What follows belongs to an exercise in optimizing a design on an open flow for small area and a short achievable clock period; a production flow would make more cautious choices. Function was not checked in any run shown here: the RTL went through the layout flow alone. No driver is modelled on the clock port, so clock power and skew are understated where the tree is cut down; a real chip needs a root buffer or a tree. Power is estimated from default activity; no workload was simulated.

==> flow/design.v, too long to show whole: its modules and the start of the top module <==
// module mac5: 904 lines
// module mac5_fa: 4 lines
module mac5 #(parameter WIDTH=32)
   (input logic [(WIDTH/2)-1:0] a,
    input logic [(WIDTH/2)-1:0] b,
    input logic               clk, reset,
    output logic [WIDTH-1:0]  out);
  // ...
==> flow/flow/run.sh <==
#!/bin/bash
# Standard layout, with port buffers of a plain buffer cell, sizing not held to
# the cells' footprints, and a clock tree without dummy loads.
bash standard.sh MATCH_CELL_FOOTPRINT=0 \
  BUFFER_PORTS_ARGS="-buffer_cell sky130_fd_sc_hd__buf_2" \
  CTS_ARGS="-sink_clustering_enable -repair_clock_nets -dont_use_dummy_load -sink_clustering_size 30 -sink_clustering_max_diameter 60" \
  finish > standard.log 2>&1
==> flow/standard.sh <==
#!/bin/bash
# synth_recipe.tcl (not shown) runs the flow's synth.tcl, then flattens the netlist and writes it again
# the make line also repeats each setting of config.mk as NAME=value (left out here)
make -C /OpenROAD-flow-scripts/flow DESIGN_CONFIG=/design/flow/config.mk WORK_HOME=/design/flow/orfs CLKGATE_MAP_FILE= SYNTH_SCRIPT=/design/flow/synth_recipe.tcl "${@:-finish}"
==> flow/config.mk <==
export PLATFORM = sky130hd
export DESIGN_NAME = mac5
export DESIGN_NICKNAME = mac5
export VERILOG_FILES = /design/flow/design.v
export SDC_FILE = /design/flow/constraint.sdc
export NUM_CORES = 4
export LEC_CHECK = 0
export ABC_CLOCK_PERIOD_IN_PS = 1000
export CAP_MARGIN = 20
export CORE_MARGIN = 2
export CORE_UTILIZATION = 40
export SETUP_SLACK_MARGIN = 4.6
export SLEW_MARGIN = 20
export SYNTH_HIERARCHICAL = 1
export SYNTH_MINIMUM_KEEP_SIZE = 0
==> flow/constraint.sdc <==
create_clock -name core_clock -period 7.0 [get_ports {clk}]
set_input_delay 1.4000 -clock core_clock [delete_from_list [all_inputs] [get_ports {clk}]]
set_output_delay 1.4000 -clock core_clock [all_outputs]
set_load 0.01 [all_outputs]
==> results.py, run 1 <==
metrics = {
    "layout": {
        "multi_input_area_share": 0.514,
        "drive_gt1_frac": 0.176,
        "bufAreaShareNonClock": 0.0473,
        "regMostFlops": "out",
        "nMultiInputCombCells": 656,
        "multi_input_area_um2": 6880,
    },
    "setup_path": {
        "ff2ff_setup_slack_ns": 4.70,
        "critPathMaxStageDelay_ns": 0.37,
        "cp_num_cells": 1,
        "crit_arrival_ns": 1.00,
        "worstReg2RegEnd": "q2_19_0",
        "crit_path_end_kind": "primary output",
        "cp-start-kind": "flop",
        "crit_path_cell_trace": "buf_6",
        "setup.worst_path.start": "out[31]",
    },
    "run": {
        "maxCapViolCount": 0,
    },
    "clocking": {
        "ctsHoldBuffers": 0,
        "cts_resized": 48,
    },
    "route": {
        "vias": 7129,
        "drt-met1-wl_um": 11500,
        "wl_met2_um": 12300,
    },
    "worst_hold_path": {
        "worst_hold_path_type": "reg2reg",
    },
    "sta": {
        "fin_worst_skew_ns": 0.0555,
        "worst_pin_slew_ns": 0.681,
    },
    "grt": {
        "grt_use_total": 0.173,
        "antenna_found_initial": 0,
    },
    "synthesis": {
        "synth_edf_count": 0,
        "synth_seq_cells": 236,
        "synth_compound_area_frac": 0.104,
        "synth-seq-area-share": 0.396,
    },
    "power_and_ir_drop": {
        "p_clk_uw": 929,
    },
    "run_status": {
        "status": "finished clean",
    },
    "floorplan": {
        "num_rows": 63,
        "core_area_um2": 29500,
    },
}
==> inputs of run 2 (changes only) <==
--- a/flow/design.v
+++ b/flow/design.v
@@ -68,24 +68,26 @@
    logic q2_18_0;
    logic q2_18_1;
    logic q2_18_2;
    logic q2_18_3;
    logic q2_18_4;
    logic q2_19_0;
    logic q2_19_1;
    logic q2_19_2;
+   logic q2_19_3;
+   logic q2_19_4;
    logic q2_20_0;
    logic q2_20_1;
    logic q2_20_2;
    logic q2_20_3;
+   logic q2_20_4;
    logic q2_21_0;
    logic q2_21_1;
    logic q2_21_2;
-   logic q2_21_3;
    logic q2_22_0;
    logic q2_22_1;
    logic q2_22_2;
    logic q2_22_3;
    logic q2_23_0;
    logic q2_23_1;
    logic q2_23_2;
    logic q2_23_3;
@@ -307,23 +309,23 @@
    wire p194 = ~(out[25] & f);
    wire p195 = ~(out[26] & f);
    wire p196 = ~(out[27] & f);
    wire p197 = ~(out[28] & f);
    wire p198 = ~(out[29] & f);
    wire p199 = ~(out[30] & f);
    wire p200 = ~(out[31] & f);
    wire p201 = ~p19;
-   wire p202 = ~p36;
-   wire p203 = ~p55;
-   wire p204 = ~p74;
-   wire p205 = ~p93;
-   wire p206 = ~p112;
-   wire p207 = ~p131;
-   wire p208 = ~p150;
+   wire p202 = ~p19;
+   wire p203 = ~p189;
+   wire p204 = ~p191;
+   wire p205 = ~p193;
+   wire p206 = ~p195;
+   wire p207 = ~p197;
+   wire p208 = ~p199;
    wire s209, c210;
    mac5_fa u_s209 (.a(p18), .b(p169), .c(p1), .s(s209), .co(c210));
    wire s211, c212;
    mac5_fa u_s211 (.a(p170), .b(p2), .c(c210), .s(s211), .co(c212));
    wire s213, c214;
    mac5_fa u_s213 (.a(p37), .b(p171), .c(p3), .s(s213), .co(c214));
    wire s215, c216;
    mac5_fa u_s215 (.a(p172), .b(p4), .c(p21), .s(s215), .co(c216));
@@ -347,47 +349,47 @@
    mac5_fa u_s233 (.a(p132), .b(p181), .c(p13), .s(s233), .co(c234));
    wire s235, c236;
    mac5_fa u_s235 (.a(p182), .b(p14), .c(p31), .s(s235), .co(c236));
    wire s237, c238;
    mac5_fa u_s237 (.a(p151), .b(p183), .c(p15), .s(s237), .co(c238));
    wire s239, c240;
    mac5_fa u_s239 (.a(p184), .b(p16), .c(p33), .s(s239), .co(c240));
    wire s241, c242;
-   mac5_fa u_s241 (.a(p153), .b(p185), .c(p17), .s(s241), .co(c242));
+   mac5_fa u_s241 (.a(p185), .b(p153), .c(p17), .s(s241), .co(c242));
    wire s243, c244;
-   mac5_fa u_s243 (.a(p201), .b(p154), .c(p186), .s(s243), .co(c244));
+   mac5_fa u_s243 (.a(p201), .b(p186), .c(p154), .s(s243), .co(c244));
    wire s245, c246;
-   mac5_fa u_s245 (.a(p155), .b(p187), .c(p19), .s(s245), .co(c246));
+   mac5_fa u_s245 (.a(p202), .b(p187), .c(p155), .s(s245), .co(c246));
    wire s247, c248;
-   mac5_fa u_s247 (.a(p38), .b(p156), .c(p188), .s(s247), .co(c248));
+   mac5_fa u_s247 (.a(p38), .b(p19), .c(p188), .s(s247), .co(c248));
    wire s249, c250;
-   mac5_fa u_s249 (.a(p157), .b(p189), .c(c248), .s(s249), .co(c250));
+   mac5_fa u_s249 (.a(p203), .b(p157), .c(c248), .s(s249), .co(c250));
    wire s251, c252;
-   mac5_fa u_s251 (.a(p57), .b(p158), .c(p190), .s(s251), .co(c252));
+   mac5_fa u_s251 (.a(p57), .b(p190), .c(p189), .s(s251), .co(c252));
    wire s253, c254;
-   mac5_fa u_s253 (.a(p159), .b(p191), .c(c252), .s(s253), .co(c254));
+   mac5_fa u_s253 (.a(p204), .b(p159), .c(c252), .s(s253), .co(c254));
    wire s255, c256;
-   mac5_fa u_s255 (.a(p76), .b(p160), .c(p192), .s(s255), .co(c256));
+   mac5_fa u_s255 (.a(p76), .b(p192), .c(p191), .s(s255), .co(c256));
    wire s257, c258;
-   mac5_fa u_s257 (.a(p161), .b(p193), .c(c256), .s(s257), .co(c258));
+   mac5_fa u_s257 (.a(p205), .b(p161), .c(c256), .s(s257), .co(c258));
    wire s259, c260;
-   mac5_fa u_s259 (.a(p95), .b(p162), .c(p194), .s(s259), .co(c260));
+   mac5_fa u_s259 (.a(p95), .b(p194), .c(p193), .s(s259), .co(c260));
    wire s261, c262;
-   mac5_fa u_s261 (.a(p163), .b(p195), .c(c260), .s(s261), .co(c262));
+   mac5_fa u_s261 (.a(p206), .b(p163), .c(c260), .s(s261), .co(c262));
    wire s263, c264;
-   mac5_fa u_s263 (.a(p114), .b(p164), .c(p196), .s(s263), .co(c264));
+   mac5_fa u_s263 (.a(p114), .b(p196), .c(p195), .s(s263), .co(c264));
    wire s265, c266;
-   mac5_fa u_s265 (.a(p165), .b(p197), .c(c264), .s(s265), .co(c266));
+   mac5_fa u_s265 (.a(p207), .b(p165), .c(c264), .s(s265), .co(c266));
    wire s267, c268;
-   mac5_fa u_s267 (.a(p133), .b(p166), .c(p198), .s(s267), .co(c268));
+   mac5_fa u_s267 (.a(p133), .b(p198), .c(p197), .s(s267), .co(c268));
    wire s269, c270;
-   mac5_fa u_s269 (.a(p167), .b(p199), .c(c268), .s(s269), .co(c270));
+   mac5_fa u_s269 (.a(p208), .b(p167), .c(c268), .s(s269), .co(c270));
    wire s271, c272;
-   mac5_fa u_s271 (.a(p152), .b(p168), .c(p200), .s(s271), .co(c272));
+   mac5_fa u_s271 (.a(p152), .b(p200), .c(p199), .s(s271), .co(c272));
    wire s273, c274;
    mac5_fa u_s273 (.a(p22), .b(p39), .c(c216), .s(s273), .co(c274));
    wire s275, c276;
    mac5_fa u_s275 (.a(p40), .b(c218), .c(s219), .s(s275), .co(c276));
    wire s277, c278;
    mac5_fa u_s277 (.a(p24), .b(p41), .c(p58), .s(s277), .co(c278));
    wire s279, c280;
    mac5_fa u_s279 (.a(p42), .b(p59), .c(c222), .s(s279), .co(c280));
@@ -407,43 +409,43 @@
    mac5_fa u_s293 (.a(p32), .b(p49), .c(p66), .s(s293), .co(c294));
    wire s295, c296;
    mac5_fa u_s295 (.a(p50), .b(p67), .c(p84), .s(s295), .co(c296));
    wire s297, c298;
    mac5_fa u_s297 (.a(p34), .b(p51), .c(p68), .s(s297), .co(c298));
    wire s299, c300;
    mac5_fa u_s299 (.a(p35), .b(p52), .c(p69), .s(s299), .co(c300));
    wire s301, c302;
-   mac5_fa u_s301 (.a(c244), .b(p202), .c(p53), .s(s301), .co(c302));
+   mac5_fa u_s301 (.a(p36), .b(p53), .c(p70), .s(s301), .co(c302));
    wire s303, c304;
-   mac5_fa u_s303 (.a(c246), .b(p54), .c(p71), .s(s303), .co(c304));
+   mac5_fa u_s303 (.a(p156), .b(p54), .c(p71), .s(s303), .co(c304));
    wire s305, c306;
-   mac5_fa u_s305 (.a(p203), .b(p72), .c(p89), .s(s305), .co(c306));
+   mac5_fa u_s305 (.a(p55), .b(p72), .c(p89), .s(s305), .co(c306));
    wire s307, c308;
-   mac5_fa u_s307 (.a(p73), .b(p90), .c(p107), .s(s307), .co(c308));
+   mac5_fa u_s307 (.a(p158), .b(p73), .c(p90), .s(s307), .co(c308));
    wire s309, c310;
-   mac5_fa u_s309 (.a(p204), .b(p91), .c(p108), .s(s309), .co(c310));
+   mac5_fa u_s309 (.a(p74), .b(p91), .c(p108), .s(s309), .co(c310));
    wire s311, c312;
-   mac5_fa u_s311 (.a(p92), .b(p109), .c(p126), .s(s311), .co(c312));
+   mac5_fa u_s311 (.a(p160), .b(p92), .c(p109), .s(s311), .co(c312));
    wire s313, c314;
-   mac5_fa u_s313 (.a(p205), .b(p110), .c(p127), .s(s313), .co(c314));
+   mac5_fa u_s313 (.a(p93), .b(p110), .c(p127), .s(s313), .co(c314));
    wire s315, c316;
-   mac5_fa u_s315 (.a(p111), .b(p128), .c(p145), .s(s315), .co(c316));
+   mac5_fa u_s315 (.a(p162), .b(p111), .c(p128), .s(s315), .co(c316));
    wire s317, c318;
-   mac5_fa u_s317 (.a(p206), .b(p129), .c(p146), .s(s317), .co(c318));
+   mac5_fa u_s317 (.a(p112), .b(p129), .c(p146), .s(s317), .co(c318));
    wire s319, c320;
-   mac5_fa u_s319 (.a(p130), .b(p147), .c(p112), .s(s319), .co(c320));
+   mac5_fa u_s319 (.a(p164), .b(p130), .c(p147), .s(s319), .co(c320));
    wire s321, c322;
-   mac5_fa u_s321 (.a(p207), .b(p148), .c(c320), .s(s321), .co(c322));
+   mac5_fa u_s321 (.a(p131), .b(p148), .c(c320), .s(s321), .co(c322));
    wire s323, c324;
-   mac5_fa u_s323 (.a(p149), .b(p131), .c(s267), .s(s323), .co(c324));
+   mac5_fa u_s323 (.a(p166), .b(p149), .c(s267), .s(s323), .co(c324));
    wire s325, c326;
-   mac5_fa u_s325 (.a(p208), .b(s269), .c(c324), .s(s325), .co(c326));
+   mac5_fa u_s325 (.a(p150), .b(s269), .c(c324), .s(s325), .co(c326));
    wire s327, c328;
-   mac5_fa u_s327 (.a(p150), .b(s271), .c(c270), .s(s327), .co(c328));
+   mac5_fa u_s327 (.a(p168), .b(s271), .c(c270), .s(s327), .co(c328));
    wire s329, c330;
    mac5_fa u_s329 (.a(c220), .b(s277), .c(s221), .s(s329), .co(c330));
    wire s331, c332;
    mac5_fa u_s331 (.a(p77), .b(c224), .c(s281), .s(s331), .co(c332));
    wire s333, c334;
    mac5_fa u_s333 (.a(c226), .b(c282), .c(s283), .s(s333), .co(c334));
    wire s335, c336;
    mac5_fa u_s335 (.a(p79), .b(p96), .c(c228), .s(s335), .co(c336));
@@ -457,31 +459,31 @@
    mac5_fa u_s343 (.a(p83), .b(p100), .c(p117), .s(s343), .co(c344));
    wire s345, c346;
    mac5_fa u_s345 (.a(p101), .b(p118), .c(p135), .s(s345), .co(c346));
    wire s347, c348;
    mac5_fa u_s347 (.a(p85), .b(p102), .c(p119), .s(s347), .co(c348));
    wire s349, c350;
    mac5_fa u_s349 (.a(p86), .b(p103), .c(p120), .s(s349), .co(c350));
    wire s351, c352;
-   mac5_fa u_s351 (.a(p70), .b(p87), .c(p104), .s(s351), .co(c352));
+   mac5_fa u_s351 (.a(p87), .b(p104), .c(p121), .s(s351), .co(c352));
    wire s353, c354;
    mac5_fa u_s353 (.a(p88), .b(p105), .c(p122), .s(s353), .co(c354));
    wire s355, c356;
    mac5_fa u_s355 (.a(p106), .b(p123), .c(p140), .s(s355), .co(c356));
    wire s357, c358;
-   mac5_fa u_s357 (.a(p124), .b(p141), .c(p55), .s(s357), .co(c358));
+   mac5_fa u_s357 (.a(p107), .b(p124), .c(p141), .s(s357), .co(c358));
    wire s359, c360;
    mac5_fa u_s359 (.a(p125), .b(p142), .c(c308), .s(s359), .co(c360));
    wire s361, c362;
-   mac5_fa u_s361 (.a(p143), .b(p74), .c(s255), .s(s361), .co(c362));
+   mac5_fa u_s361 (.a(p126), .b(p143), .c(s255), .s(s361), .co(c362));
    wire s363, c364;
    mac5_fa u_s363 (.a(p144), .b(c312), .c(s257), .s(s363), .co(c364));
    wire s365, c366;
-   mac5_fa u_s365 (.a(p93), .b(s259), .c(c258), .s(s365), .co(c366));
+   mac5_fa u_s365 (.a(p145), .b(s259), .c(c258), .s(s365), .co(c366));
    wire s367, c368;
    mac5_fa u_s367 (.a(c316), .b(s261), .c(s317), .s(s367), .co(c368));
    wire s369, c370;
    mac5_fa u_s369 (.a(s263), .b(c262), .c(c318), .s(s369), .co(c370));
    wire s371, c372;
    mac5_fa u_s371 (.a(c284), .b(s285), .c(s229), .s(s371), .co(c372));
    wire s373, c374;
    mac5_fa u_s373 (.a(c232), .b(c288), .c(s339), .s(s373), .co(c374));
@@ -491,19 +493,19 @@
    mac5_fa u_s377 (.a(p134), .b(c236), .c(c292), .s(s377), .co(c378));
    wire s379, c380;
    mac5_fa u_s379 (.a(c238), .b(c294), .c(c344), .s(s379), .co(c380));
    wire s381, c382;
    mac5_fa u_s381 (.a(p136), .b(c240), .c(c296), .s(s381), .co(c382));
    wire s383, c384;
    mac5_fa u_s383 (.a(p137), .b(s243), .c(c242), .s(s383), .co(c384));
    wire s385, c386;
-   mac5_fa u_s385 (.a(p121), .b(p138), .c(s245), .s(s385), .co(c386));
+   mac5_fa u_s385 (.a(p138), .b(c244), .c(s245), .s(s385), .co(c386));
    wire s387, c388;
-   mac5_fa u_s387 (.a(p139), .b(p36), .c(s247), .s(s387), .co(c388));
+   mac5_fa u_s387 (.a(p139), .b(s247), .c(c246), .s(s387), .co(c388));
    wire s389, c390;
    mac5_fa u_s389 (.a(c304), .b(c354), .c(s249), .s(s389), .co(c390));
    wire s391, c392;
    mac5_fa u_s391 (.a(s251), .b(c250), .c(c306), .s(s391), .co(c392));
    wire s393, c394;
    mac5_fa u_s393 (.a(c358), .b(s253), .c(s309), .s(s393), .co(c394));
    wire s395, c396;
    mac5_fa u_s395 (.a(c254), .b(c310), .c(s311), .s(s395), .co(c396));
@@ -513,117 +515,131 @@
    mac5_fa u_s399 (.a(s345), .b(s295), .c(s239), .s(s399), .co(c400));
    wire s401, c402;
    mac5_fa u_s401 (.a(c346), .b(s347), .c(s297), .s(s401), .co(c402));
    wire s403, c404;
    mac5_fa u_s403 (.a(c298), .b(c348), .c(s349), .s(s403), .co(c404));
    wire s405, c406;
    mac5_fa u_s405 (.a(c300), .b(c350), .c(s351), .s(s405), .co(c406));
    wire s407, c408;
-   mac5_fa u_s407 (.a(c302), .b(c352), .c(c386), .s(s407), .co(c408));
+   mac5_fa u_s407 (.a(c302), .b(c352), .c(s353), .s(s407), .co(c408));
    wire s409, c410;
-   mac5_fa u_s409 (.a(c388), .b(s355), .c(s305), .s(s409), .co(c410));
+   mac5_fa u_s409 (.a(c356), .b(s357), .c(s307), .s(s409), .co(c410));
    wire s411, c412;
-   mac5_fa u_s411 (.a(c356), .b(s357), .c(s307), .s(s411), .co(c412));
+   mac5_xn u_s411 (.a(q2_11_0), .b(q2_11_1), .y(s411));
+   mac5_or u_c412 (.a(q2_11_0), .b(q2_11_1), .y(c412));
    wire s413, c414;
-   mac5_fa u_s413 (.a(s353), .b(s303), .c(s387), .s(s413), .co(c414));
+   mac5_xn u_s413 (.a(q2_12_0), .b(q2_12_1), .y(s413));
+   mac5_or u_c414 (.a(q2_12_0), .b(q2_12_1), .y(c414));
    wire s415, c416;
-   mac5_fa u_s415 (.a(1'b1), .b(q2_11_0), .c(q2_11_1), .s(s415), .co(c416));
+   mac5_xn u_s415 (.a(q2_13_0), .b(q2_13_1), .y(s415));
+   mac5_or u_c416 (.a(q2_13_0), .b(q2_13_1), .y(c416));
    wire s417, c418;
-   mac5_fa u_s417 (.a(1'b1), .b(q2_12_0), .c(q2_12_1), .s(s417), .co(c418));
+   mac5_xn u_s417 (.a(q2_14_0), .b(q2_14_1), .y(s417));
+   mac5_or u_c418 (.a(q2_14_0), .b(q2_14_1), .y(c418));
    wire s419, c420;
-   mac5_fa u_s419 (.a(1'b1), .b(q2_13_0), .c(q2_13_1), .s(s419), .co(c420));
+   mac5_xn u_s419 (.a(q2_15_0), .b(q2_15_1), .y(s419));
+   mac5_or u_c420 (.a(q2_15_0), .b(q2_15_1), .y(c420));
    wire s421, c422;
-   mac5_fa u_s421 (.a(1'b1), .b(q2_14_0), .c(q2_14_1), .s(s421), .co(c422));
+   mac5_fa u_s421 (.a(q2_16_0), .b(q2_16_1), .c(q2_16_2), .s(s421), .co(c422));
    wire s423, c424;
-   mac5_fa u_s423 (.a(1'b1), .b(q2_15_0), .c(q2_15_1), .s(s423), .co(c424));
+   mac5_fa u_s423 (.a(q2_17_0), .b(q2_17_1), .c(q2_17_2), .s(s423), .co(c424));
    wire s425, c426;
-   mac5_fa u_s425 (.a(q2_16_0), .b(q2_16_1), .c(q2_16_2), .s(s425), .co(c426));
+   mac5_fa u_s425 (.a(q2_18_0), .b(q2_18_1), .c(q2_18_2), .s(s425), .co(c426));
    wire s427, c428;
-   mac5_fa u_s427 (.a(q2_17_0), .b(q2_17_1), .c(q2_17_2), .s(s427), .co(c428));
+   mac5_fa u_s427 (.a(q2_19_0), .b(q2_19_1), .c(q2_19_2), .s(s427), .co(c428));
    wire s429, c430;
-   mac5_fa u_s429 (.a(q2_18_0), .b(q2_18_1), .c(q2_18_2), .s(s429), .co(c430));
+   mac5_fa u_s429 (.a(q2_20_0), .b(q2_20_1), .c(q2_20_2), .s(s429), .co(c430));
    wire s431, c432;
-   mac5_fa u_s431 (.a(1'b1), .b(q2_7_0), .c(q2_7_1), .s(s431), .co(c432));
+   mac5_xn u_s431 (.a(q2_7_0), .b(q2_7_1), .y(s431));
+   mac5_or u_c432 (.a(q2_7_0), .b(q2_7_1), .y(c432));
    wire s433, c434;
-   mac5_fa u_s433 (.a(1'b1), .b(q2_8_0), .c(q2_8_1), .s(s433), .co(c434));
+   mac5_xn u_s433 (.a(q2_8_0), .b(q2_8_1), .y(s433));
+   mac5_or u_c434 (.a(q2_8_0), .b(q2_8_1), .y(c434));
    wire s435, c436;
-   mac5_fa u_s435 (.a(1'b1), .b(q2_9_0), .c(q2_9_1), .s(s435), .co(c436));
+   mac5_xn u_s435 (.a(q2_9_0), .b(q2_9_1), .y(s435));
+   mac5_or u_c436 (.a(q2_9_0), .b(q2_9_1), .y(c436));
    wire s437, c438;
-   mac5_fa u_s437 (.a(1'b1), .b(q2_10_0), .c(q2_10_1), .s(s437), .co(c438));
+   mac5_xn u_s437 (.a(q2_10_0), .b(q2_10_1), .y(s437));
+   mac5_or u_c438 (.a(q2_10_0), .b(q2_10_1), .y(c438));
    wire s439, c440;
-   mac5_fa u_s439 (.a(q2_11_2), .b(q2_11_3), .c(s415), .s(s439), .co(c440));
+   mac5_fa u_s439 (.a(q2_11_2), .b(q2_11_3), .c(s411), .s(s439), .co(c440));
    wire s441, c442;
-   mac5_fa u_s441 (.a(q2_12_2), .b(q2_12_3), .c(s417), .s(s441), .co(c442));
+   mac5_fa u_s441 (.a(q2_12_2), .b(q2_12_3), .c(s413), .s(s441), .co(c442));
    wire s443, c444;
-   mac5_fa u_s443 (.a(q2_13_2), .b(q2_13_3), .c(s419), .s(s443), .co(c444));
+   mac5_fa u_s443 (.a(q2_13_2), .b(q2_13_3), .c(s415), .s(s443), .co(c444));
    wire s445, c446;
-   mac5_fa u_s445 (.a(q2_14_2), .b(q2_14_3), .c(s421), .s(s445), .co(c446));
+   mac5_fa u_s445 (.a(q2_14_2), .b(q2_14_3), .c(s417), .s(s445), .co(c446));
    wire s447, c448;
-   mac5_fa u_s447 (.a(q2_15_2), .b(q2_15_3), .c(s423), .s(s447), .co(c448));
+   mac5_fa u_s447 (.a(q2_15_2), .b(q2_15_3), .c(s419), .s(s447), .co(c448));
    wire s449, c450;
-   mac5_fa u_s449 (.a(q2_16_3), .b(q2_16_4), .c(s425), .s(s449), .co(c450));
+   mac5_fa u_s449 (.a(q2_16_3), .b(q2_16_4), .c(s421), .s(s449), .co(c450));
    wire s451, c452;
-   mac5_fa u_s451 (.a(q2_17_3), .b(q2_17_4), .c(s427), .s(s451), .co(c452));
+   mac5_fa u_s451 (.a(q2_17_3), .b(q2_17_4), .c(s423), .s(s451), .co(c452));
    wire s453, c454;
-   mac5_fa u_s453 (.a(q2_18_3), .b(q2_18_4), .c(s429), .s(s453), .co(c454));
+   mac5_fa u_s453 (.a(q2_18_3), .b(q2_18_4), .c(s425), .s(s453), .co(c454));
    wire s455, c456;
-   mac5_fa u_s455 (.a(q2_19_0), .b(q2_19_1), .c(q2_19_2), .s(s455), .co(c456));
+   mac5_fa u_s455 (.a(q2_19_3), .b(q2_19_4), .c(s427), .s(s455), .co(c456));
    wire s457, c458;
-   mac5_fa u_s457 (.a(q2_20_0), .b(q2_20_1), .c(q2_20_2), .s(s457), .co(c458));
+   mac5_fa u_s457 (.a(q2_20_3), .b(q2_20_4), .c(s429), .s(s457), .co(c458));
    wire s459, c460;
    mac5_fa u_s459 (.a(q2_21_0), .b(q2_21_1), .c(q2_21_2), .s(s459), .co(c460));
    wire s461, c462;
    mac5_fa u_s461 (.a(q2_22_0), .b(q2_22_1), .c(q2_22_2), .s(s461), .co(c462));
    wire s463, c464;
    mac5_fa u_s463 (.a(q2_23_0), .b(q2_23_1), .c(q2_23_2), .s(s463), .co(c464));
    wire s465, c466;
    mac5_fa u_s465 (.a(q2_24_0), .b(q2_24_1), .c(q2_24_2), .s(s465), .co(c466));
    wire s467, c468;
    mac5_fa u_s467 (.a(q2_25_0), .b(q2_25_1), .c(q2_25_2), .s(s467), .co(c468));
    wire s469, c470;
-   mac5_fa u_s469 (.a(1'b1), .b(q2_2_0), .c(q2_2_1), .s(s469), .co(c470));
+   mac5_xn u_s469 (.a(q2_2_0), .b(q2_2_1), .y(s469));
+   mac5_or u_c470 (.a(q2_2_0), .b(q2_2_1), .y(c470));
    wire s471, c472;
-   mac5_fa u_s471 (.a(1'b1), .b(q2_3_0), .c(q2_3_1), .s(s471), .co(c472));
+   mac5_xn u_s471 (.a(q2_3_0), .b(q2_3_1), .y(s471));
+   mac5_or u_c472 (.a(q2_3_0), .b(q2_3_1), .y(c472));
    wire s473, c474;
-   mac5_fa u_s473 (.a(1'b1), .b(q2_4_0), .c(q2_4_1), .s(s473), .co(c474));
+   mac5_xn u_s473 (.a(q2_4_0), .b(q2_4_1), .y(s473));
+   mac5_or u_c474 (.a(q2_4_0), .b(q2_4_1), .y(c474));
    wire s475, c476;
-   mac5_fa u_s475 (.a(1'b1), .b(q2_5_0), .c(q2_5_1), .s(s475), .co(c476));
+   mac5_xn u_s475 (.a(q2_5_0), .b(q2_5_1), .y(s475));
+   mac5_or u_c476 (.a(q2_5_0), .b(q2_5_1), .y(c476));
    wire s477, c478;
-   mac5_fa u_s477 (.a(1'b1), .b(q2_6_0), .c(q2_6_1), .s(s477), .co(c478));
+   mac5_xn u_s477 (.a(q2_6_0), .b(q2_6_1), .y(s477));
+   mac5_or u_c478 (.a(q2_6_0), .b(q2_6_1), .y(c478));
    wire s479, c480;
    mac5_fa u_s479 (.a(q2_7_2), .b(q2_7_3), .c(s431), .s(s479), .co(c480));
    wire s481, c482;
-   mac5_fa u_s481 (.a(q2_8_2), .b(c432), .c(s433), .s(s481), .co(c482));
+   mac5_fa u_s481 (.a(q2_8_2), .b(s433), .c(c432), .s(s481), .co(c482));
    wire s483, c484;
-   mac5_fa u_s483 (.a(q2_9_2), .b(c434), .c(s435), .s(s483), .co(c484));
+   mac5_fa u_s483 (.a(q2_9_2), .b(s435), .c(c434), .s(s483), .co(c484));
    wire s485, c486;
-   mac5_fa u_s485 (.a(q2_10_2), .b(c436), .c(s437), .s(s485), .co(c486));
+   mac5_fa u_s485 (.a(q2_10_2), .b(s437), .c(c436), .s(s485), .co(c486));
    wire s487, c488;
    mac5_fa u_s487 (.a(q2_11_4), .b(c438), .c(s439), .s(s487), .co(c488));
    wire s489, c490;
-   mac5_fa u_s489 (.a(c416), .b(c440), .c(s441), .s(s489), .co(c490));
+   mac5_fa u_s489 (.a(c412), .b(c440), .c(s441), .s(s489), .co(c490));
    wire s491, c492;
-   mac5_fa u_s491 (.a(c418), .b(c442), .c(s443), .s(s491), .co(c492));
+   mac5_fa u_s491 (.a(c414), .b(c442), .c(s443), .s(s491), .co(c492));
    wire s493, c494;
-   mac5_fa u_s493 (.a(c420), .b(c444), .c(s445), .s(s493), .co(c494));
+   mac5_fa u_s493 (.a(c416), .b(c444), .c(s445), .s(s493), .co(c494));
    wire s495, c496;
-   mac5_fa u_s495 (.a(c422), .b(c446), .c(s447), .s(s495), .co(c496));
+   mac5_fa u_s495 (.a(c418), .b(c446), .c(s447), .s(s495), .co(c496));
    wire s497, c498;
-   mac5_fa u_s497 (.a(c424), .b(c448), .c(s449), .s(s497), .co(c498));
+   mac5_fa u_s497 (.a(c420), .b(c448), .c(s449), .s(s497), .co(c498));
    wire s499, c500;
-   mac5_fa u_s499 (.a(c426), .b(c450), .c(s451), .s(s499), .co(c500));
+   mac5_fa u_s499 (.a(c422), .b(c450), .c(s451), .s(s499), .co(c500));
    wire s501, c502;
-   mac5_fa u_s501 (.a(c428), .b(c452), .c(s453), .s(s501), .co(c502));
+   mac5_fa u_s501 (.a(c424), .b(c452), .c(s453), .s(s501), .co(c502));
    wire s503, c504;
-   mac5_fa u_s503 (.a(c430), .b(s455), .c(c454), .s(s503), .co(c504));
+   mac5_fa u_s503 (.a(c426), .b(c454), .c(s455), .s(s503), .co(c504));
    wire s505, c506;
-   mac5_fa u_s505 (.a(q2_20_3), .b(c456), .c(s457), .s(s505), .co(c506));
+   mac5_fa u_s505 (.a(c428), .b(c456), .c(s457), .s(s505), .co(c506));
    wire s507, c508;
-   mac5_fa u_s507 (.a(q2_21_3), .b(c458), .c(s459), .s(s507), .co(c508));
+   mac5_fa u_s507 (.a(c430), .b(s459), .c(c458), .s(s507), .co(c508));
    wire s509, c510;
    mac5_fa u_s509 (.a(q2_22_3), .b(c460), .c(s461), .s(s509), .co(c510));
    wire s511, c512;
    mac5_fa u_s511 (.a(q2_23_3), .b(c462), .c(s463), .s(s511), .co(c512));
    wire s513, c514;
    mac5_fa u_s513 (.a(q2_24_3), .b(c464), .c(s465), .s(s513), .co(c514));
    wire s515, c516;
    mac5_fa u_s515 (.a(q2_25_3), .b(c466), .c(s467), .s(s515), .co(c516));
@@ -853,31 +869,33 @@
       q2_17_2 <= c382;
       q2_17_3 <= s383;
       q2_17_4 <= c402;
       q2_18_0 <= s405;
       q2_18_1 <= s301;
       q2_18_2 <= s385;
       q2_18_3 <= c384;
       q2_18_4 <= c404;
-      q2_19_0 <= s413;
-      q2_19_1 <= c406;
-      q2_19_2 <= s407;
-      q2_20_0 <= s409;
-      q2_20_1 <= c408;
-      q2_20_2 <= s389;
-      q2_20_3 <= c414;
-      q2_21_0 <= s411;
+      q2_19_0 <= s407;
+      q2_19_1 <= s303;
+      q2_19_2 <= c386;
+      q2_19_3 <= s387;
+      q2_19_4 <= c406;
+      q2_20_0 <= s389;
+      q2_20_1 <= s355;
+      q2_20_2 <= s305;
+      q2_20_3 <= c388;
+      q2_20_4 <= c408;
+      q2_21_0 <= s409;
       q2_21_1 <= c390;
       q2_21_2 <= s391;
-      q2_21_3 <= c410;
       q2_22_0 <= s393;
       q2_22_1 <= c392;
       q2_22_2 <= s359;
-      q2_22_3 <= c412;
+      q2_22_3 <= c410;
       q2_23_0 <= s395;
       q2_23_1 <= s361;
       q2_23_2 <= c360;
       q2_23_3 <= c394;
       q2_24_0 <= s363;
       q2_24_1 <= c362;
       q2_24_2 <= s313;
       q2_24_3 <= c396;
@@ -901,8 +919,14 @@
       q2_31_1 <= c326;
       out <= nsum;
    end
 endmodule
 module mac5_fa (input logic a, b, c, output logic s, co);
    assign s = a ^ b ^ c;
    assign co = (a & b) | (a & c) | (b & c);
 endmodule
+module mac5_xn (input logic a, b, output logic y);
+   assign y = ~(a ^ b);
+endmodule
+module mac5_or (input logic a, b, output logic y);
+   assign y = a | b;
+endmodule
==> flow/flow/run.sh (replaced) <==
#!/bin/bash
# Standard layout (bash standard.sh) with: port buffers of a plain buffer cell;
# sizing not held to the cells' footprints; larger drive strengths for a few
# registers and the output buffers before CTS (size.tcl); a clock tree without
# dummy loads; and the root clock buffer removed after CTS (clock_root.tcl),
# so that the clock port drives the two buffers below it. Each tool's output
# goes to its own log here and under orfs/logs.
set -e
ARGS=(MATCH_CELL_FOOTPRINT=0
  BUFFER_PORTS_ARGS="-buffer_cell sky130_fd_sc_hd__buf_1"
  PRE_CTS_TCL=$PWD/flow/size.tcl
  CTS_ARGS="-sink_clustering_enable -repair_clock_nets -dont_use_dummy_load -sink_clustering_size 30 -sink_clustering_max_diameter 60")
bash standard.sh "${ARGS[@]}" cts > standard_cts.log 2>&1
CTS_DB=$PWD/orfs/results/sky130hd/mac5/base/4_cts.odb openroad -no_init -exit flow/clock_root.tcl > clock_root.log 2>&1
bash standard.sh "${ARGS[@]}" finish > standard.log 2>&1
==> flow/flow/clock_root.tcl (new file) <==
set db_file $::env(CTS_DB)
read_db $db_file
set block [ord::get_db_block]
set clk_net [$block findNet clk]
set roots {}
foreach it [$clk_net getITerms] { lappend roots [$it getInst] }
foreach root $roots {
  set rout [[$root findITerm X] getNet]
  set sinks {}
  foreach it [$rout getITerms] { if {[$it getInst] ne $root} { lappend sinks $it } }
  puts "removing root [$root getName] ([llength $sinks] sinks)"
  foreach it $sinks { $it disconnect; $it connect $clk_net }
  [$root findITerm A] disconnect
  [$root findITerm X] disconnect
  odb::dbInst_destroy $root
  odb::dbNet_destroy $rout
}
set n 0
foreach it [$clk_net getITerms] { incr n }
puts "clock port now drives $n cell pins"
write_db $db_file
==> flow/flow/size.tcl (new file) <==
# Sourced at the start of ORFS's CTS step (before clock_tree_synthesis, whose
# detailed placement then legalizes): sets the drive strength of the registers
# on the critical paths - the operand and Booth-digit registers, which each
# drive 17 gates, and the output registers - and of the output port buffers.
foreach inst [get_cells *] {
  set n [get_full_name $inst]
  set ref [get_property $inst ref_name]
  if {[regexp {^(ra|bone|btwo|bneg)\[} $n] && [string match sky130_fd_sc_hd__dfxtp_* $ref]} {
    replace_cell $inst sky130_fd_sc_hd__dfxtp_4
  } elseif {[regexp {^out\[} $n] && [string match sky130_fd_sc_hd__dfxtp_* $ref]} {
    replace_cell $inst sky130_fd_sc_hd__dfxtp_2
  } elseif {[string match output* $n] && [string match sky130_fd_sc_hd__buf_* $ref]} {
    replace_cell $inst sky130_fd_sc_hd__buf_2
  }
}
==> flow/config.mk (replaced) <==
export PLATFORM = sky130hd
export DESIGN_NAME = mac5
export DESIGN_NICKNAME = mac5
export VERILOG_FILES = /design/flow/design.v
export SDC_FILE = /design/flow/constraint.sdc
export NUM_CORES = 4
export LEC_CHECK = 0
export ABC_CLOCK_PERIOD_IN_PS = 1000
export CAP_MARGIN = 20
export CORE_MARGIN = 2
export CORE_UTILIZATION = 40
export SETUP_SLACK_MARGIN = 4.5
export SLEW_MARGIN = 20
export SYNTH_HIERARCHICAL = 1
export SYNTH_MINIMUM_KEEP_SIZE = 0
==> run 2 against run 1 <==
Effect of this change:
- worst setup slack improved by 0.011 ns
- synthesized cell count increased by 1.5%
- critical path depth increased by 4
- clock-buffer cell count unchanged
- clock power about the same
- global-route usage increased by 0.17 points
- first-iteration DRC count increased by 10%
- hold slack about the same
- cell area decreased by 2.4%
==> results.py, run 2 <==
metrics = {
    "clocking": {
        "ctsHoldBuffers": 0,
        "insertion_delay_ns": 0.39,
        "cts_num_sinks": 238,
        "clkTransAtPathRegs_ns": 0.06,
    },
    "power_and_ir_drop": {
        "p_leak_uw": 0.00492,
        "power.density_nw_per_um2": 454,
        "finalPower_uw": 5940,
        "ir_drop_v": 0.000217,
    },
    "grt": {
        "antenna_found_initial": 1,
        "grt_pass1_wl_um": 42800,
        "overflow": 0,
        "grt_max_degree": 33,
        "grt_pass1_vias": 7646,
        "grt_use_total": 0.175,
    },
    "synthesis": {
        "synth_common_cells": "dfxtp_1, xnor2_1, fa_1",
        "synth-seq-area-share": 0.401,
        "yosysUniqueCellTypes": 38,
        "synth_ff_type": "dfxtp_1",
        "synth_top_area_frac": 0.399,
        "synth_seq_cells": 238,
        "synth_area_um2": 11900,
        "synthTopCellsByArea": "dfxtp_1, fa_1, xnor2_1",
        "synthCells": 998,
        "yosysMostFrequentCell": "dfxtp_1",
        "ys_async_sr_fraction": 0.00420,
        "synth_edf_count": 0,
        "synth_area_per_cell_um2": 11.9,
        "yosys.area.top_type": "dfxtp_1",
        "yosysWarnings": 7,
    },
    "route": {
        "drtAntennaViolNets": 0,
        "drt-pass1-iter-count": 6,
        "drcViolationCount": 0,
        "avgViaCountPerCell": 5.13,
        "top_layer": "met4",
        "post_drt_wl_per_cell_um": 18.7,
        "vias": 7168,
        "wl_met2_um": 11900,
        "drt-met1-wl_um": 12100,
        "dr_wl_met3_um": 1790,
        "routed_wl_um": 26200,
        "initialDrtViolationCount": 528,
    },
    "layout": {
        "n_antenna_cell": 0,
        "final_common_cell": "dfxtp_1",
        "stdcell_area_um2": 13100,
        "largest_register_ffs": 32,
        "layout_top_registers": "out: 32 flops, q3_p: 28 flops, q3_g: 27 flops",
        "areaGrowthSynthToFinish_pct": 9.96,
        "post-route-util": 0.444,
        "regMostFlops": "out",
        "drive_gt1_frac": 0.139,
        "final_cell_mix": "dfxtp_1, xnor2_1, fa_1, a22oi_1, nand2_1",
        "final_nets": 1221,
    },
    "sta": {
        "slew-limit-headroom": 0.579,
        "fin_worst_skew_ns": 0.0644,
        "maxClockFrequency_mhz": 419,
        "holdWs_ns": 0.326,
        "hold_viol_final": 0,
        "rsz0062_at_grt": "true",
        "drv_slew": 0,
        "setup_violations": 0,
        "fin_crit_sh": 0.341,
        "worst_pin_slew_ns": 0.631,
        "fin_setup_tns_ns": 0,
        "fin_crit_ns": 2.39,
    },
    "setup_path": {
        "crit_path_end_kind": "flop",
        "critPathMaxStageDelay_ns": 0.51,
        "reg2regPathDepth": 5,
        "path_class": "reg2reg",
        "critPathRequiredTime_ns": 7.20,
        "worstPathMaxFanout": 32,
        "crit_arrival_ns": 2.59,
        "crit_path_cell_trace": "buf_6, nand2_1, fa_1, fa_1, fa_1",
        "crit_family": "adder cells",
        "cp_num_cells": 5,
        "cp-start-kind": "flop",
        "crit_buf_inv": 1,
        "cp_slowest_cell": "fa_1",
        "crit_path_frequent_cell": "fa_1",
    },
    "floorplan": {
        "die_w_um": 176,
        "io_pins": 66,
        "initial_core_util": 0.404,
        "core_area_um2": 29500,
        "num_rows": 63,
        "die_h_um": 176,
        "die-area_um2": 31100,
    },
    "worst_hold_path": {
        "worst_hold_path_type": "reg2reg",
        "min_path_cells": 0,
    },
    "placed_design": {
        "placed_cell_area_um2": 12300,
        "hpwl_um": 18900,
        "gp_congestion": 0.840,
        "port_buffers": 65,
    },
    "run": {
        "maxCapViolCount": 0,
    },
    "run_status": {
        "status": "finished clean",
    },
}
-- run 2: final cells by class --
type / instances / area (um2)
fillers: 2793 / 16400
multi-input cells: 656 / 6750
flip-flops and latches: 238 / 4960
well taps: 390 / 488
clock buffers: 19 / 475
repair buffers: 67 / 303
inverters: 27 / 101
-- run 2: metal layers --
layer  GRT usage  up-vias
met5           0        -
met3      0.0299       26
met1       0.254     3613
met2       0.274      254
met4      0.0403        0
li1            -     3275
-- run 2: Yosys stat by module, one instance, submodules excluded --
| module | copies in the design | cells inside | area (um2) | flops+latches |
|---|---|---|---|---|
| mac5 | 1 | 826 | 8800 | 238 |
| mac5_or | 14 | 1 | 6.26 | 0 |
| mac5_fa | 144 | 1 | 20.0 | 0 |
| mac5_xn | 14 | 1 | 8.76 | 0 |
-- run 2: where the power goes --
group	switching, uW	total [uW]	leakage (uW)	internal, uW
Sequential	447	2510	0.00202	2060
Clock	449	928	0.000234	479
Combinational	1280	2500	0.00266	1220
-- run 2: worst reg2reg max path, stage by stage (launching register included) --
cell and delay [ns]:
dfrtp_1 0.34, buf_6 0.32, nand2_1 0.22, fa_1 0.42, fa_1 0.51, fa_1 0.42
-- run 2: final timing paths --
kind	slack, ns	start	endpoint
worst min register to register	0.33	q3_lo1	out[1]
worst max-delay path	4.61	f	q2_26_0
worst max register to register	4.61	f	q2_26_0
min in group asynchronous	0.80	reset	f
max in group asynchronous	6.10	reset	f
worst min-delay path	0.33	q3_lo1	out[1]
-- run 2: logic make-up after synthesis --
| group | Yosys count | synth area share |
|---|---|---|
| flip-flops | 238 | 0.401 |
| XOR/XNOR | 181 | 0.133 |
| adder cells (fa/ha/maj) | 178 | 0.279 |
| AO/OA/AOI/OAI | 169 | 0.104 |
| AND/OR/NAND/NOR | 127 | 0.0501 |
| buffers and inverters | 104 | 0.0328 |
| other | 1 | 0.000315 |
-- run 2: metrics by stage --
step	instances	setup slack, ns
4_1_cts	1397	4.53
3_3_place_gp	1377	4.39
5_1_grt	1397	4.44
3_5_place_dp	1377	4.36
6_report	1397	4.61
2_1_floorplan	998	4.62
-- run 2: timing repair --
item	4_1_cts	5_1_grt
resized for setup	2	3
setup buffers	0	1
pin swaps	1	1
gates cloned	0	0
setup endpoints to repair	4	4

## re-timing with driven ports
The flow's constraints put no driver on any port. The routed layouts listed below were extracted and timed again, unchanged, in two steps.
Step 1 assumes that a clkbuf_16 drives the clock port and a buf_2 every other input.
Step 2, shift: input delay + t, output delay - t, t = (earliest + latest rising clock arrival at the registers) / 2. This alone moves slack from input paths to output paths.
Three values: ideal ports, drivers, drivers and shift; two values: the first two.
| run | t, ns | slack for setup (ns) | latest minus earliest clock arrival (ns) | worst data-port slew with drivers (ns) |
|---|---|---|---|---|
| run 1 | 0.530 | 4.602 / 4.554 / 4.702 | 0.059 / 0.059 | 0.04 |
| run 2 | 0.421 | 4.613 / 4.613 / 4.613 | 0.064 / 0.064 | 0.04 |
After both steps setup and hold are still met in every run listed.
